From an optimization exercise on the open Yosys and OpenROAD flow, aimed at small area and a short achievable clock period; shortcuts taken in it are not production practice. In this exercise RTL edits were held to simulation tests only and were not proved equivalent to the original. The flow treats the clock pin as an ideal source. Dropping or thinning the clock tree relies on that and would not hold on a real chip. Power is estimated from default activity; no workload was simulated.

## timer
module timer #(
    parameter FREQUENCY_VALUE = 50_000_000 
) (
    input logic clk,
    input logic reset_n,
    input   logic   [1:0]   avmms_address,
    input   logic           avmms_write,
    input   logic   [31:0]  avmms_writedata,
    input   logic   [3:0]   avmms_byteenable,
    input   logic           avmms_read,
    output  logic   [31:0]  avmms_readdata,
    output  logic           coe_interrupt
);
logic [63:0] counter_reg;
logic [63:0] counter;
logic complete, busy, start, stop;
logic load;      
wire wr0 = avmms_write && (avmms_address == 2'h0);
wire wr1 = avmms_write && (avmms_address == 2'h1);
wire wr2 = avmms_write && (avmms_address == 2'h2);
wire start_d = wr0 && (avmms_byteenable[0] ? avmms_writedata[0] : start);
wire stop_d  = wr0 && (avmms_byteenable[0] ? avmms_writedata[1] : stop);
always_ff @ (posedge clk or negedge reset_n)
    if (!reset_n) begin
        start <= 1'b0;
        stop  <= 1'b0;
        load  <= 1'b0;
    end else begin
        start <= start_d;
  ...
export LEC_CHECK = 0
export ABC_CLOCK_PERIOD_IN_PS = 2000
export CAP_MARGIN = 20
export CORE_MARGIN = 2
export CORE_UTILIZATION = 65
export CTS_BUF_LIST = sky130_fd_sc_hd__clkbuf_4 sky130_fd_sc_hd__clkbuf_8
export SETUP_SLACK_MARGIN = 1.4
export SLEW_MARGIN = 20
create_clock -name core_clock -period 3.0 [get_ports {clk}]
run.sh (not shown) runs the stock make flow with config.mk's settings and CLKGATE_MAP_FILE= SYNTH_SCRIPT=/design/flow/synth_recipe.tcl, a recipe that flattens the netlist after the stock synthesis.
The baseline passed the timing, design-rule and antenna checks.
Next try:
--- a/flow/config.mk
+++ b/flow/config.mk
@@ -11,3 +11,2 @@
-export CORE_UTILIZATION = 65
-export CTS_BUF_LIST = sky130_fd_sc_hd__clkbuf_4 sky130_fd_sc_hd__clkbuf_8
-export SETUP_SLACK_MARGIN = 1.4
+export CORE_UTILIZATION = 40
+export SETUP_SLACK_MARGIN = 1.0
Power went up by 1.6%.
Worst hold slack improved by 0.056 ns.
Non-clock buffer count went down by 20.
Fmax went down by 17%.
Setup slack got worse by 0.34 ns.
Clock-buffer cell count went up by 9.
Flip-flop and latch count does not change.
Via count went down by 5.4%.
Next try:
--- a/flow/config.mk
+++ b/flow/config.mk
@@ -11 +11,2 @@
-export CORE_UTILIZATION = 40
+export CORE_UTILIZATION = 65
+export CTS_BUF_LIST = sky130_fd_sc_hd__clkbuf_4 sky130_fd_sc_hd__clkbuf_8
=>
- total power fell by a few percent
- clock-buffer cell count decreases by 9
- cell area falls by a few percent
- routed wire length is lower by a few percent
- sequential share of layout area grows by 1.5 points
- final cell count shrinks by roughly a tenth
- register-to-register slack loses 0.04 ns
- clock power goes down by about a fifth
Next try:
--- a/flow/config.mk
+++ b/flow/config.mk
@@ -13 +13 @@
-export SETUP_SLACK_MARGIN = 1.0
+export SETUP_SLACK_MARGIN = 1.7
Now the flow never finished: it broke off in global routing (5_1_grt) on DPL-0038.
Synthesized cell count stays the same.
Area after synthesis is unchanged.

* * *

the reference run:
The RTL this note starts from:
==> flow/design.v <==
module timer #(
    parameter FREQUENCY_VALUE = 50_000_000 
) (
    input logic clk,
    input logic reset_n,
    input   logic   [1:0]   avmms_address,
    input   logic           avmms_write,
    input   logic   [31:0]  avmms_writedata,
    input   logic   [3:0]   avmms_byteenable,
    input   logic           avmms_read,
    output  logic   [31:0]  avmms_readdata,
    output  logic           coe_interrupt
);
logic [63:0] counter_reg;
logic [63:0] counter;
logic complete, busy, start, stop;
logic load;      
wire wr0 = avmms_write && (avmms_address == 2'h0);
wire wr1 = avmms_write && (avmms_address == 2'h1);
wire wr2 = avmms_write && (avmms_address == 2'h2);
wire start_d = wr0 && (avmms_byteenable[0] ? avmms_writedata[0] : start);
wire stop_d  = wr0 && (avmms_byteenable[0] ? avmms_writedata[1] : stop);
always_ff @ (posedge clk or negedge reset_n)
    if (!reset_n) begin
        start <= 1'b0;
        stop  <= 1'b0;
        load  <= 1'b0;
    end else begin
        start <= start_d;
        stop  <= stop_d;
        load  <= start_d && !zr_pre[NS];
    end
genvar b;
generate
    for (b = 0; b < 4; b = b + 1) begin : g_r
        always_ff @ (posedge clk or negedge reset_n)
            if (!reset_n) counter_reg[8*b +: 8] <= 8'h0;
            else if (wr1 && avmms_byteenable[b]) counter_reg[8*b +: 8] <= avmms_writedata[8*b +: 8];
        always_ff @ (posedge clk or negedge reset_n)
            if (!reset_n) counter_reg[32+8*b +: 8] <= 8'h0;
            else if (wr2 && avmms_byteenable[b]) counter_reg[32+8*b +: 8] <= avmms_writedata[8*b +: 8];
    end
endgenerate
always_ff @ (posedge clk)
    case (avmms_address)
        2'h0: avmms_readdata <= {28'h0, complete, busy, stop, start};
        2'h1: avmms_readdata <= counter_reg[31:0];
        2'h2: avmms_readdata <= counter_reg[63:32];
        default: avmms_readdata <= 32'h0;
    endcase
localparam NS = 8;
logic [NS-1:1] en;
wire [NS-1:0] zero_c, zero_r;
wire [NS:1] zc_pre, zr_pre;
assign zc_pre[1] = 1'b1;
assign zr_pre[1] = zero_r[0];
genvar k;
generate
    for (k = 2; k <= NS; k = k + 1) begin : g_pre
        assign zc_pre[k] = zc_pre[k-1] & zero_c[k-1];
        assign zr_pre[k] = zr_pre[k-1] & zero_r[k-1];
    end
endgenerate
wire [7:0] seg0_next = counter[7:0] - 8'h1;
wire seg0_one = (counter[7:0] == 8'h1);
genvar j;
generate
    for (j = 0; j < NS; j = j + 1) begin : g_seg
        assign zero_c[j] = (counter[8*j +: 8] == 8'h0);
        assign zero_r[j] = (counter_reg[8*j +: 8] == 8'h0);
        if (j == 0) begin : g_lo
            always_ff @ (posedge clk)
                if (load) counter[7:0] <= counter_reg[7:0];
                else      counter[7:0] <= seg0_next;
        end else begin : g_hi
            always_ff @ (posedge clk)
                if (load)       counter[8*j +: 8] <= counter_reg[8*j +: 8];
                else if (en[j]) counter[8*j +: 8] <= counter[8*j +: 8] - 8'h1;
            always_ff @ (posedge clk)
                if (load) en[j] <= zr_pre[j];
                else      en[j] <= seg0_one && zc_pre[j];
        end
    end
endgenerate
wire one = seg0_one && zc_pre[NS];
always_ff @ (posedge clk or negedge reset_n)
    if (!reset_n) complete <= 1'b0;
    else complete <= (busy && one) || (complete && !wr0);
always_ff @ (posedge clk or negedge reset_n)
    if (!reset_n) busy <= 1'b0;
    else busy <= load || (busy && !stop && !one);
assign coe_interrupt = complete;
endmodule
==> flow/config.mk <==
export PLATFORM = sky130hd
export DESIGN_NAME = timer
export DESIGN_NICKNAME = timer
export VERILOG_FILES = /design/flow/design.v
export SDC_FILE = /design/flow/constraint.sdc
export NUM_CORES = 4
export LEC_CHECK = 0
export ABC_CLOCK_PERIOD_IN_PS = 1500
export CAP_MARGIN = 20
export CORE_MARGIN = 2
export CORE_UTILIZATION = 40
export SETUP_SLACK_MARGIN = 1.5
export SLEW_MARGIN = 20
==> flow/constraint.sdc <==
create_clock -name core_clock -period 3.0 [get_ports {clk}]
set_input_delay 0.6000 -clock core_clock [delete_from_list [all_inputs] [get_ports {clk}]]
set_output_delay 0.6000 -clock core_clock [all_outputs]
set_load 0.01 [all_outputs]
The reference run: no failed stages, no open violations at the end
Input-level comparison between the trial run and the reference run:
# the reference run
export LEC_CHECK = 0
export ABC_CLOCK_PERIOD_IN_PS = 1500
export CAP_MARGIN = 20
export CORE_MARGIN = 2
export CORE_UTILIZATION = 40
export SETUP_SLACK_MARGIN = 1.5
export SLEW_MARGIN = 20
create_clock -name core_clock -period 3.0 [get_ports {clk}]
# the trial run
export LEC_CHECK = 0
export ABC_CLOCK_PERIOD_IN_PS = 2000
export CAP_MARGIN = 20
export CORE_MARGIN = 2
export CORE_UTILIZATION = 40
export SETUP_SLACK_MARGIN = 1.0
export SLEW_MARGIN = 20
create_clock -name core_clock -period 3.0 [get_ports {clk}]
==> comparison <==
- The final layout from the trial run, which completed every stage, passed the timing, design-rule and antenna checks at the end of the flow.
- The reference run → the trial run: minimum setup slack after placement saw a decrease; total global-route track usage saw a decrease; total instance count after detailed placement saw an increase.
- Sort the trial run and the reference run by final RePlAce weighted congestion desc -> top: the reference run
- Looking at number of non-filler instances in the completed layout, the trial run sits 2.5% below the reference run.
- Going from the reference run to the trial run, number of ordinary and repair buffers in the finished layout decreased by 25 relative to the old numbers; end-of-flow core utilization now smaller; time the worst path needs with I/O delays and setup climbed 9.1 ps.
- The trial run vs the reference run on path depth of the worst reg2reg path: the trial run is the lower one.

* * *

Setup of run A:
timer, a different RTL version from the one above (not shown whole).
For scale: ~75 I/O pins.
==> flow/config.mk <==
export PLATFORM = sky130hd
export DESIGN_NAME = timer
export DESIGN_NICKNAME = timer
export VERILOG_FILES = /design/flow/design.v
export SDC_FILE = /design/flow/constraint.sdc
export NUM_CORES = 4
export LEC_CHECK = 0
export ABC_AREA = 1
export ABC_CLOCK_PERIOD_IN_PS = 2000
export CAP_MARGIN = 20
export CORE_MARGIN = 2
export CORE_UTILIZATION = 50
export SETUP_SLACK_MARGIN = 1.55
export SLEW_MARGIN = 20
==> flow/constraint.sdc <==
create_clock -name core_clock -period 3.0 [get_ports {clk}]
set_input_delay 0.6000 -clock core_clock [delete_from_list [all_inputs] [get_ports {clk}]]
set_output_delay 0.6000 -clock core_clock [all_outputs]
set_load 0.01 [all_outputs]
standard.sh (not shown) runs the stock make flow with config.mk's settings and CLKGATE_MAP_FILE= SYNTH_SCRIPT=/design/flow/synth_recipe.tcl, a recipe that flattens the netlist after the stock synthesis.
==> flow/flow/run.sh <==
#!/bin/bash
# Standard layout with two changes: plain buf_1 cells as the port buffers, and
# a two-level clock tree (flow/cts_hook.tcl) in place of TritonCTS: the clock
# port drives four clkbuf_8 cells, each driving two clkbuf_16 leaves.
# Full output of the flow goes to standard.log.
export BUFFER_PORTS_ARGS="-buffer_cell sky130_fd_sc_hd__buf_1"
export PRE_CTS_TCL="$PWD/flow/cts_hook.tcl"
bash standard.sh > standard.log 2>&1
Other scripts of this flow, unchanged in this note and not shown: flow/flow/cts_hook.tcl
Here is what was changed in the inputs of run B compared with run A.
# run A
export LEC_CHECK = 0
export ABC_AREA = 1
export ABC_CLOCK_PERIOD_IN_PS = 2000
export CAP_MARGIN = 20
export CORE_MARGIN = 2
export CORE_UTILIZATION = 50
export SETUP_SLACK_MARGIN = 1.55
export SLEW_MARGIN = 20
create_clock -name core_clock -period 3.0 [get_ports {clk}]
# run B
export LEC_CHECK = 0
export ABC_AREA = 1
export ABC_CLOCK_PERIOD_IN_PS = 2000
export CAP_MARGIN = 20
export CORE_MARGIN = 2
export CORE_UTILIZATION = 45
export SETUP_SLACK_MARGIN = 1.6
export SLEW_MARGIN = 20
create_clock -name core_clock -period 3.0 [get_ports {clk}]
Notes after the runs:
Run A has a higher fraction of area in multi-input gates than run B.
Worst setup path endpoint: counter_reg[26]$_DFFE_PP_ -> run B, counter_reg[38]$_DFFE_PP_ -> run A
On smallest setup slack after layout, run B does better than run A.
Total area of multi-input combinational cells in run B vs run A: up about 1.7%
Per the final summary, run B finished and its layout is clean on timing, DRC and antenna.
Re count of placed standard cells including taps: run B and run A aren't equal, and the higher value belongs to run B.
Delta (run B minus run A): post-placement setup slack now larger, wire length after detailed routing +1.8%, fraction of final layout cells with drive strength greater than 1 now larger, die area went up by 11%, largest stage delay on the critical path did not really move.
Relative to run A, via count increased by 1.4% in run B.
The following lists how run C was set up differently from run B:
# run B
export LEC_CHECK = 0
export ABC_AREA = 1
export ABC_CLOCK_PERIOD_IN_PS = 2000
export CAP_MARGIN = 20
export CORE_MARGIN = 2
export CORE_UTILIZATION = 45
export SETUP_SLACK_MARGIN = 1.6
export SLEW_MARGIN = 20
create_clock -name core_clock -period 3.0 [get_ports {clk}]
# run C
export LEC_CHECK = 0
export ABC_AREA = 1
export ABC_CLOCK_PERIOD_IN_PS = 2000
export CAP_MARGIN = 20
export CORE_MARGIN = 2
export CORE_UTILIZATION = 45
export SETUP_SLACK_MARGIN = 1.5
export SLEW_MARGIN = 20
create_clock -name core_clock -period 3.0 [get_ports {clk}]
Results
Run C ran to completion and came out clean on the timing, design-rule and antenna checks.
Run C vs. run B: total power has decreased, global-route usage has remained practically unchanged, area growth from synthesis to final layout has decreased, placed instance count has remained practically unchanged.
The endpoint required time on the critical path of run B and that of run C are within noise of each other.
Minimum clock period after layout in run C is 0.042 ns higher than in run B
Final weighted congestion of routability-driven global placement, run C vs run B: up by a little under 10%
Run C -> run B: stage delay of the slowest cell on the critical path flat
Run C vs run B on final area: run C is the lower one.
Between run B and run C, portion of the clock cycle consumed by the worst path in the final layout increased.
In terms of clock slew seen by the registers of the worst setup and hold paths, run C and run B differ only marginally.
Relative to run C, the following input files were edited for run D:
# run C
export LEC_CHECK = 0
export ABC_AREA = 1
export ABC_CLOCK_PERIOD_IN_PS = 2000
export CAP_MARGIN = 20
export CORE_MARGIN = 2
export CORE_UTILIZATION = 45
export SETUP_SLACK_MARGIN = 1.5
export SLEW_MARGIN = 20
create_clock -name core_clock -period 3.0 [get_ports {clk}]
# run D
export LEC_CHECK = 0
export ABC_AREA = 1
export ABC_CLOCK_PERIOD_IN_PS = 2000
export CAP_MARGIN = 20
export CORE_MARGIN = 2
export CORE_UTILIZATION = 45
export SETUP_SLACK_MARGIN = 1.55
export SLEW_MARGIN = 20
create_clock -name core_clock -period 3.0 [get_ports {clk}]
Notes after the runs:
Run C ended up with counter_reg[34]$_DFFE_PP_ as its capturing element of the worst setup path; run D ended up with coe_interrupt. Run comparison: run D worst setup path category reg -> out; run C worst setup path category in -> reg. Compared with run C, in run D ratio of final minimum period to clock period down 1.1 points; growth of design area from synthesis to finish up 0.75 points; arrival time at the worst endpoint down 0.62 ns; clock group share of total power down 0.3 points; first-iteration DRC count up 93.
No run of this note takes its clock network from TritonCTS; it comes from the design's own scripts or RTL.

[separate check: timing with driven ports]
The flow's constraints put no driver on any port. The routed layouts listed below were extracted and timed again, unchanged, in two steps.
Step 1: set_driving_cell puts a clkbuf_16 on clk and a buf_2 on each other input, an assumption about the parent block.
Step 2 times the ports against the registers' clock, not the clock port: input delays grow and output delays shrink by t, the midpoint of the rising clock arrivals with the driver on.
Three values: no drivers, after step 1, after step 2; two values: the first two.
run | shift t [ns] | setup slack, ns | hold slack, ns | pins driven straight from the clock port
the first run of note 1 | 0.491 | 1.374 / 1.374 / 0.960 | 0.192 / 0.186 / 0.536 | 1
the second run of note 1 | 0.459 | 1.037 / 1.015 / 0.593 | 0.248 / 0.228 / 0.529 | 1
the third run of note 1 | 0.506 | 1.057 / 1.018 / 0.623 | 0.140 / 0.134 / 0.531 | 1
the reference run | 0.471 | 0.637 / 0.637 / 0.637 | 0.212 / 0.193 / 0.539 | 1
the trial run | 0.471 | 0.628 / 0.628 / 0.628 | 0.293 / 0.276 / 0.527 | 1
run A | 0.368 | 1.546 / 1.488 / 1.236 | 0.446 / 0.391 / 0.482 | 4
run B | 0.365 | 1.586 / 1.524 / 1.262 | 0.468 / 0.417 / 0.483 | 4
run C | 0.363 | 1.544 / 1.472 / 1.214 | 0.397 / 0.351 / 0.481 | 4
run D | 0.365 | 1.577 / 1.500 / 1.267 | 0.251 / 0.196 / 0.485 | 4
After both steps setup and hold are still met in every run listed. The setup slack of the second run of note 1, which loses most, moves by -0.022 ns with the drivers and by -0.444 ns with both steps.
